This design comes from an exercise in tuning for small area on the open sky130 flow, not from production work.
Only simulation tests tie the RTL to the original design; equivalence was not proved.
Power figures rest on the tool's default switching activity, not on a simulated workload. The flow treats the clock pin as an ideal source, which a real chip does not have.

run 1:
// DIV
module DIV(
    input  wire        clk,
    input  wire        reset,
    input  wire        flush,
    input  wire        CE_in,
    input  wire        ex_valid_ns,
    input  wire        wb_allin,
    input  wire [31:0] dividend_in,
    input  wire [31:0] divisor_in,
    input  wire [5:0]  is_op,
    output reg  [31:0] quotient_out,
    output reg  [31:0] remainder_out,
    output reg         CE_out
);
    wire clr = ~reset | flush;
    wire hs  = ex_valid_ns & wb_allin;
    reg [4:0] age;
    always @(posedge clk)
        if (clr) age <= 5'd0;
        else if (!age[4]) age <= age + 5'd1;
    reg [16:1] ce_d;
    always @(posedge clk) begin
        if (clr) begin
            ce_d <= 16'd0;
            CE_out <= 1'b0;
        end else begin
            ce_d[1] <= CE_in;
            ce_d[16:2] <= hs ? 15'd0 : ce_d[15:1];
            CE_out <= hs ? 1'b0 : ce_d[16];
        end
    end
    wire sgn = (is_op == 6'h0a);
    wire nn  = sgn & dividend_in[31];
    wire nd  = sgn & divisor_in[31];
    wire [31:0] an = nn ? -dividend_in : dividend_in;
    wire [31:0] ad = nd ? -divisor_in : divisor_in;
    wire [31:0] adm = ad ^ 32'haaaaaaaa;
    wire nq0 = nn ^ nd;
    wire nr0 = nn;
    reg [31:0] a_s1;
    reg [31:0] d_s1;
    reg nq_s1, nr_s1;
    always @(posedge clk) begin
        a_s1 <= an;
        d_s1 <= adm;
        nq_s1 <= nq0;
        nr_s1 <= nr0;
    end
    reg [31:0] a_s2;
    reg [31:0] d_s2;
    reg nq_s2, nr_s2;
    always @(posedge clk) begin
        a_s2 <= a_s1;
        d_s2 <= d_s1;
        nq_s2 <= nq_s1;
        nr_s2 <= nr_s1;
    end
    reg [31:0] a_s3;
    reg [31:0] d_s3;
    reg nq_s3, nr_s3;
    always @(posedge clk) begin
        a_s3 <= a_s2;
        d_s3 <= d_s2;
        nq_s3 <= nq_s2;
        nr_s3 <= nr_s2;
    end
    reg [31:0] a_s4;
    reg [31:0] d_s4;
    reg nq_s4, nr_s4;
    always @(posedge clk) begin
        a_s4 <= a_s3;
        d_s4 <= d_s3;
        nq_s4 <= nq_s3;
  ...
make LEC_CHECK=0 CAP_MARGIN=20 CORE_MARGIN=2 CORE_UTILIZATION=70 CTS_BUF_LIST=sky130_fd_sc_hd__clkbuf_16 CTS_CLUSTER_DIAMETER=140 CTS_CLUSTER_SIZE=23 SLEW_MARGIN=20 SYNTH_HIERARCHICAL=1 finish   # period 12.0 ns
run.sh (not shown) runs the stock make flow with config.mk's settings and CLKGATE_MAP_FILE= SYNTH_SCRIPT=/design/flow/synth_recipe.tcl, a recipe that flattens the netlist after the stock synthesis.
Modified inputs, run 2 compared to run 1
Settings: an added ABC_AREA of 1; a change of CTS_CLUSTER_SIZE from 23 to 26; a change of CTS_CLUSTER_DIAMETER from 140 to 160.
==> flow/flow/run.sh (new file) <==
#!/bin/bash
# Standard layout, with the port buffers made from the smallest buffer cell.
set -e
cp standard.sh standard.sh.txt
export BUFFER_PORTS_ARGS="-buffer_cell sky130_fd_sc_hd__buf_1"
bash standard.sh > standard.log 2>&1
==> flow/standard.sh (new file) <==
#!/bin/bash
# synth_recipe.tcl (not shown) runs the flow's synth.tcl, then flattens the netlist and writes it again
# the make line also repeats each setting of config.mk as NAME=value (left out here)
make -C /OpenROAD-flow-scripts/flow DESIGN_CONFIG=/design/flow/config.mk WORK_HOME=/design/flow/orfs CLKGATE_MAP_FILE= SYNTH_SCRIPT=/design/flow/synth_recipe.tcl "${@:-finish}"
removed: flow/run.sh
Findings:
- For the non-clock buffer count, run 2 came in 4 higher than run 1 did.
- Run 1 ended up with multiplexers as its combinational family with the most area after synthesis; run 2 ended up with simple AND/OR/NAND/NOR gates.
- Area occupied by multi-input gates | run 2 above run 1
- Run 2 against run 1: finished layout cell area shows an increase of 42%, worst setup slack moved up, worst hold slack picked up an extra 6.1 ps, height of the die climbed 21%, combinational power share went up by 5.1 points.
- Changes observed in run 2 relative to run 1: delay of the slowest cell on the worst path moved down, final worst-path cycle share moved down, clock share of power moved down.
Inputs modified between run 2 and run 3:
Settings: clearing ABC_AREA, which used to be 1.
==> flow/flow/run.sh <==
#!/bin/bash
# Standard layout, with the port buffers made from the smallest buffer cell and
# non-critical gates downsized after global routing.
set -e
cp standard.sh standard.sh.txt
export BUFFER_PORTS_ARGS="-buffer_cell sky130_fd_sc_hd__buf_1"
export RECOVER_POWER=100
bash standard.sh > standard.log 2>&1
Notes after the runs:
Going from run 2 to run 3, the sequential element share of the synthesized area was found to have gone up by 17 points. Of run 3 and run 2, run 2 shows the higher total chip power, with run 3 below it. Summary of run 3 over run 2: global-route wire length before repair went down, final area dropped 31%, met2 usage in global routing decreased 12 points, fraction of standard cell area that is sequential increased by 15 points relative to the old numbers. Taking run 2 as the reference, in run 3 required time reported for the critical path endpoint now sits lower, biggest cell delay along the critical path increased 20 ps, global-route usage has decreased, fraction of the cycle the final worst path needs increased by 1.3 points relative to the old numbers, synthesized cell count decreased 9,568. Of the two values seen for most common cell after layout, fill and taps aside, sky130_fd_sc_hd__nand2_1 was produced by run 2 and sky130_fd_sc_hd__dfxtp_1 by run 3. The uppermost layer routed comes out met5 in one run and met4 in the other, namely in run 2 and run 3 respectively.
Changes in run 4 relative to run 3:
==> flow/flow/run.sh <==
#!/bin/bash
# Standard layout, with the port buffers made from the smallest buffer cell.
set -e
cp standard.sh standard.sh.txt
export BUFFER_PORTS_ARGS="-buffer_cell sky130_fd_sc_hd__buf_1"
bash standard.sh > standard.log 2>&1
## What came out
The count of TritonRoute iterations in the first routing pass was comparable across run 3 and run 4. In terms of power, run 4 and run 3 differ only marginally. As far as total of clock buffers placed in the layout goes, run 4 and run 3 are indistinguishable; the numbers are identical. Going from run 3 to run 4, wire length of the first global-routing pass held steady; total of hold buffers inserted after clock tree synthesis held steady; final clock period utilization by the worst path held steady. Run 3 and run 4 ended up with roughly the same signed area change from the synthesized netlist to the final layout. On sequential share of layout area, run 4 tracks run 3 almost exactly.
Edits applied to the flow inputs when going from run 4 to run 5:
Settings: CTS_CLUSTER_SIZE now 23, was 26; CTS_CLUSTER_DIAMETER now 140, was 160.
Notes after the runs:
Taking run 4 as the reference, in run 5 register-to-register slack went up by 110 ps, combinational logic power comparable.
When the final numbers for run 4 and run 5 were put side by side, the power share of the combinational group turned out to be smaller in run 5.
Compared with run 4, run 5 shows a lower endpoint arrival time on the critical path.
Run 5: done, clean on timing, DRC and antenna
Run comparison: run 5 critical path capture point r_s15[3]; run 4 critical path capture point r_s15[0]
Taking run 4 as the reference point, the fraction of area in clock buffers and inverters of run 5 rises by 0.64 points.

---

ember:
Another version of the RTL of DIV (not shown whole).
Size in the first run: roughly 5,900 cells after synthesis, about 1,400 flip-flops, roughly 140 I/O pins.
clock: 12.0 ns
lec_check: 0
cap_margin: 20
core_margin: 2
core_utilization: 40
slew_margin: 20
Stock flow here: none of the scripts above is used.
diff inputs: ember => amber
- ABC_AREA newly set to 1
Findings:
- Every stage of amber finished as expected; the final checks, on the other hand, flagged max-capacitance violations, max-slew violations, which means the layout fails.
- Looking at internal portion of total power across ember and amber, the one that comes out higher is ember.
- Maximum frequency (higher): ember
- Comparing ember and amber, clock share of power is lower on ember.
- The combinational power in ember is 1.4 times that in amber.
- amber against ember; design area is down slightly.
Edits applied to the flow inputs when going from amber to violet:
- CTS_BUF_LIST: unset -> sky130_fd_sc_hd__clkbuf_4
- CTS_CLUSTER_SIZE: unset -> 30
- ABC_AREA: 1 -> unset
- CORE_UTILIZATION: 40 -> 60
Findings:
- Sort violet and amber by first-pass GRT wire length, ascending, and amber comes first.
- Max freq amber -> violet: improved
- amber reports its biggest area consumer among cell classes as flip-flops and latches while violet reports multi-input combinational cells.
- Per the comparison of violet with amber, arrival time of the worst setup path went down, power went down.
- Status: clock slew at the register clock pins of the worst setup and hold paths parity (amber, violet)
- violet vs amber: sum of routed wire segments on met1 up
- violet: done, clean on timing, DRC and antenna

---

## build 15
DIV, a different RTL version from the one above (not shown whole).
For scale: about 4200 cells after synthesis, about 1400 flip-flops, about 52000 um2 of cells after synthesis.
clock: 12.0 ns
lec_check: 0
cap_margin: 20
core_margin: 2
core_utilization: 60
cts_buf_list: sky130_fd_sc_hd__clkbuf_8 sky130_fd_sc_hd__clkbuf_16
cts_cluster_diameter: 190
cts_cluster_size: 32
slew_margin: 20
synth_hierarchical: 1
standard.sh (not shown) runs the stock make flow with config.mk's settings and CLKGATE_MAP_FILE= SYNTH_SCRIPT=/design/flow/synth_recipe.tcl, a recipe that flattens the netlist after the stock synthesis.
==> flow/flow/run.sh <==
#!/bin/bash
# Standard layout, with the port buffers made from the smallest buffer cell.
set -e
cp standard.sh standard.sh.txt
export BUFFER_PORTS_ARGS="-buffer_cell sky130_fd_sc_hd__buf_1"
bash standard.sh > standard.log 2>&1
Changes in build 71 relative to build 15:
- swapping sky130_fd_sc_hd__clkbuf_8 sky130_fd_sc_hd__clkbuf_16 for sky130_fd_sc_hd__clkbuf_16 in CTS_BUF_LIST
- swapping 60 for 50 in CORE_UTILIZATION
- putting PLACE_DENSITY at 0.8 where nothing was set
### Flow results
- Going from build 15 to build 71, met1 wire length grew by a few percent.
- Worst endpoint required time of build 71 is on par with build 15.
- Build 71 completed; timing, DRC and antenna clean
- Delta (build 71 minus build 15): final worst-path cycle share up 3.1 points; final cell count up 193.
- Delta (build 71 minus build 15): detailed-placement wirelength estimate down 1.9%; average wire per cell in the routed design down 4.3%; count of plain and timing-repair buffers in the layout down 30.
Relative to build 71, the following input files were edited for build 12:
- CORE_UTILIZATION: 50 -> 60
- PLACE_DENSITY: 0.8 -> unset
## What came out
- Number of nets in the finished design was lower in the run labelled build 71.
- Any difference in multiplexer share of the synthesized area between build 71 and build 12 is small enough to ignore.
- First-pass GRT wire length delta (build 12 − build 71): unfavourable
- The post-place instance area was comparable across build 71 and build 12.
- Build 71 and build 12 ended up with nearly the same combinational group power.
- Taking build 71 as the reference, in build 12 final routed wire length divided by cell count rose 4.5%; first-iteration DRC count rose 83.
- Compared with build 71, build 12 shows post-detailed-placement half-perimeter wirelength higher by 1100 um.
- Against build 71, critical path depth in build 12 fell by a few percent.
- Build 12 falls short of build 71 in total power.
- Diff build 12..build 71 | internal power of the cells | negligible

---

v15:
Starting RTL as in the previous note.
clock: 12.0 ns
lec_check: 0
cap_margin: 20
core_margin: 2
core_utilization: 45
cts_buf_list: sky130_fd_sc_hd__clkbuf_16
cts_cluster_diameter: 190
cts_cluster_size: 32
place_density: 0.9
slew_margin: 20
synth_hierarchical: 1
Scripts as last shown in full above: flow/flow/run.sh
Input changes introduced in v20 (baseline for comparison: v15):
-- flow/config.mk --
<<< v15, line 9
export CORE_MARGIN = 2
export CORE_UTILIZATION = 45
export CTS_BUF_LIST = sky130_fd_sc_hd__clkbuf_16
>>> v20, line 9
export CORE_MARGIN = 2
export CORE_UTILIZATION = 60
export CTS_BUF_LIST = sky130_fd_sc_hd__clkbuf_16
<<< v15, line 13
export CTS_CLUSTER_SIZE = 32
export PLACE_DENSITY = 0.9
export SLEW_MARGIN = 20
>>> v20, line 13
export CTS_CLUSTER_SIZE = 32
export GPL_ROUTABILITY_DRIVEN = 0
export PLACE_DENSITY = 0.7
export SLEW_MARGIN = 20
Findings:
Against v15, critical path depth in v20 rose by a little under 10%.
Post-route fraction of the period consumed by the critical path in v20 is 1.8 points lower than in v15
Compared with v15, v20 shows fraction of power spent switching nets lower by 0.33 points.
v20 has total power below what v15 had.
Comparing the two runs side by side, v20 comes out behind v15 on worst hold slack.
## Diff of input files: v32 against v20
-- flow/config.mk --
<<< v20, line 9
export CORE_MARGIN = 2
export CORE_UTILIZATION = 60
export CTS_BUF_LIST = sky130_fd_sc_hd__clkbuf_16
>>> v32, line 9
export CORE_MARGIN = 2
export CORE_UTILIZATION = 50
export CTS_BUF_LIST = sky130_fd_sc_hd__clkbuf_16
<<< v20, line 13
export CTS_CLUSTER_SIZE = 32
export GPL_ROUTABILITY_DRIVEN = 0
export PLACE_DENSITY = 0.7
export SLEW_MARGIN = 20
>>> v32, line 13
export CTS_CLUSTER_SIZE = 32
export SLEW_MARGIN = 20
--- outcome ---
v32 was carried through to the last stage, and its layout satisfied the timing, DRC and antenna checks.
Measured against each other, v32 and v20 differ in clock share of power, the lower figure coming from v20.
The final clock period utilization by the worst path reported for v32 is greater than that of v20 by 1.3 points.
Re die area: v32 and v20 aren't equal, and the lower value belongs to v20.
On post-CTS resize count: between v32 and v20, it ends up higher for v20.
Least setup slack across all paths after layout in v32 is 0.16 ns lower than in v20
Re count of flip-flops and latches: no difference whatsoever between v32 and v20.
Final critical path time including I/O delays and setup in v32 vs v20: up 0.16 ns
Summary: routed wire length, v32 worse than v20
On v32: number of buffers inserted by post-CTS setup repair is 3 lower than what v20 gave.
Higher count of non-filler cells in the finished layout among v32 and v20: v32
Sum of net half-perimeters after detailed placement went up by a few percent going from v20 to v32.
Input-level comparison between v43 and v32:
-- flow/config.mk --
<<< v32, line 9
export CORE_MARGIN = 2
export CORE_UTILIZATION = 50
export CTS_BUF_LIST = sky130_fd_sc_hd__clkbuf_16
export CTS_CLUSTER_DIAMETER = 190
export CTS_CLUSTER_SIZE = 32
export SLEW_MARGIN = 20
>>> v43, line 9
export CORE_MARGIN = 2
export CORE_UTILIZATION = 70
export CTS_BUF_LIST = sky130_fd_sc_hd__clkbuf_16
export CTS_CLUSTER_DIAMETER = 180
export CTS_CLUSTER_SIZE = 30
export SLEW_MARGIN = 20
Notes after the runs:
v43 vs. v32: number of buffer and inverter stages on the critical path went down by 2.
Between v43 and v32, it is v43 whose upper clock frequency limit is lower, by 2.2%.
In v43, the total length of routed wires came out 4.0% above the value in v32.
Diff v32 -> v43: number of gates given a new drive strength after cts saw an increase, portion of total power attributed to combinational logic saw little to no change, worst supply voltage drop on vdd saw a decrease, via count saw an increase, filler cell count in the final layout saw a decrease.
Compared with v32, in v43 inserted tap cell count lost 409, cell area lost 0.90%, layout overhead on the synthesized area lost 0.99 points.

---

Starting RTL as in the previous note.
==> flow/design.v (excerpt) <==
module DIV(
    input  wire        clk,
    input  wire        reset,
    input  wire        flush,
    input  wire        CE_in,
    input  wire        ex_valid_ns,
    input  wire        wb_allin,
    input  wire [31:0] dividend_in,
    input  wire [31:0] divisor_in,
    input  wire [5:0]  is_op,
    output reg  [31:0] quotient_out,
    output reg  [31:0] remainder_out,
    output reg         CE_out
);
export LEC_CHECK = 0
export CAP_MARGIN = 20
export CORE_MARGIN = 2
export CORE_UTILIZATION = 55
export CTS_BUF_LIST = sky130_fd_sc_hd__clkbuf_16
export CTS_CLUSTER_DIAMETER = 190
export CTS_CLUSTER_SIZE = 32
export PLACE_DENSITY = 0.8
export SLEW_MARGIN = 20
export SYNTH_HIERARCHICAL = 1
create_clock -name core_clock -period 12.0 [get_ports {clk}]
Scripts as last shown in full above: flow/flow/run.sh
==> next run, changes <==
PLACE_DENSITY = 0.9   (was 0.8)
Register-to-register slack improved by 0.04 ns; combinational power barely changes; worst hold slack improved by 0.0067 ns; non-clock buffer count decreases by 8.

---

DIV with an RTL version that a note above also has.
For scale: ~1,400 flip-flops, ~140 I/O pins, about 52,000 µm² of cells after synthesis.
clock: 12.0 ns
lec_check: 0
cap_margin: 20
core_margin: 2
core_utilization: 70
cts_buf_list: sky130_fd_sc_hd__clkbuf_16
cts_cluster_diameter: 120
cts_cluster_size: 20
slew_margin: 20
synth_hierarchical: 1
run.sh (not shown) runs the stock make flow with config.mk's settings and CLKGATE_MAP_FILE= SYNTH_SCRIPT=/design/flow/synth_recipe.tcl, a recipe that flattens the netlist after the stock synthesis.
Stock flow here: none of the scripts above is used.
The starting point went through all stages and came out clean.
Edit:
==> flow/flow/run.sh (new file) <==
#!/bin/bash
# Standard layout, with the port buffers made from the smallest buffer cell and
# non-critical gates downsized after global routing.
set -e
cp standard.sh standard.sh.txt
export BUFFER_PORTS_ARGS="-buffer_cell sky130_fd_sc_hd__buf_1"
export RECOVER_POWER=100
bash standard.sh > standard.log 2>&1
==> flow/standard.sh (new file) <==
#!/bin/bash
# synth_recipe.tcl (not shown) runs the flow's synth.tcl, then flattens the netlist and writes it again
# the make line also repeats each setting of config.mk as NAME=value (left out here)
make -C /OpenROAD-flow-scripts/flow DESIGN_CONFIG=/design/flow/config.mk WORK_HOME=/design/flow/orfs CLKGATE_MAP_FILE= SYNTH_SCRIPT=/design/flow/synth_recipe.tcl "${@:-finish}"
CTS_CLUSTER_DIAMETER = 140   (was 120)
CTS_CLUSTER_SIZE = 23   (was 20)
removed: flow/run.sh
Final area fell by about 1.7%.
Clock-buffer cell count fell by 9.
Sequential power hardly moves.
Area after synthesis is unchanged.
Routed wire length goes down by 4.0%.
Global-route usage goes down by 1.2 points.

[afterwards: timing with drivers on the ports]
Ports are ideal in the flow. The routed layouts listed here were re-timed in OpenROAD.
Step 1 sets driving cells, clkbuf_16 on the clock port and buf_2 on the other inputs (assumed; they add their load-dependent delay and slew).
Step 2 also shifts input and output timing later by t, the mid clock arrival at the registers, as if the neighbouring blocks saw the same clock.
Three values: no drivers, after step 1, after step 2; two values: the first two.
run | t (ns) | slack for setup (ns) | worst setup path after step 2 | clock arrival spread, ns | worst register clock-pin slew, ns
run 1 | 0.696 | 0.479 / 0.479 / 0.479 | register to register | 0.064 / 0.064 | 0.09 / 0.09
run 2 | 0.794 | 0.562 / 0.562 / 0.562 | register to register | 0.038 / 0.038 | 0.12 / 0.12
run 3 | 0.742 | 0.407 / 0.407 / 0.407 | register to register | 0.061 / 0.061 | 0.10 / 0.10
run 4 | 0.742 | 0.407 / 0.407 / 0.407 | register to register | 0.061 / 0.061 | 0.10 / 0.10
run 5 | 0.714 | 0.513 / 0.513 / 0.513 | register to register | 0.054 / 0.054 | 0.09 / 0.09
ember | 0.836 | 4.350 / 4.350 / 4.350 | register to register | 0.060 / 0.060 | 0.06 / 0.06
amber | 0.828 | 0.948 / 0.948 / 0.948 | register to register | 0.050 / 0.051 | 0.07 / 0.07
violet | 1.166 | 3.654 / 3.654 / 3.654 | register to register | 0.143 / 0.144 | 0.07 / 0.07
build 15 | 0.705 | 0.856 / 0.856 / 0.856 | register to register | 0.049 / 0.049 | 0.12 / 0.12
build 71 | 0.712 | 0.479 / 0.479 / 0.479 | register to register | 0.044 / 0.044 | 0.12 / 0.12
build 12 | 0.705 | 0.856 / 0.856 / 0.856 | register to register | 0.049 / 0.049 | 0.12 / 0.12
v15 | 0.729 | 0.680 / 0.680 / 0.680 | register to register | 0.031 / 0.030 | 0.12 / 0.12
v20 | 0.710 | 0.895 / 0.895 / 0.895 | register to register | 0.037 / 0.037 | 0.12 / 0.12
v32 | 0.738 | 0.739 / 0.739 / 0.739 | register to register | 0.044 / 0.044 | 0.12 / 0.12
v43 | 0.712 | 0.480 / 0.480 / 0.480 | register to register | 0.051 / 0.051 | 0.11 / 0.11
the first run of note 5 | 0.702 | 0.580 / 0.580 / 0.580 | register to register | 0.040 / 0.041 | 0.12 / 0.12
the second run of note 5 | 0.704 | 0.620 / 0.620 / 0.620 | register to register | 0.046 / 0.047 | 0.12 / 0.12
the first run of note 6 | 0.716 | 0.476 / 0.476 / 0.476 | register to register | 0.080 / 0.080 | 0.09 / 0.09
the second run of note 6 | 0.714 | 0.513 / 0.513 / 0.513 | register to register | 0.054 / 0.054 | 0.09 / 0.09
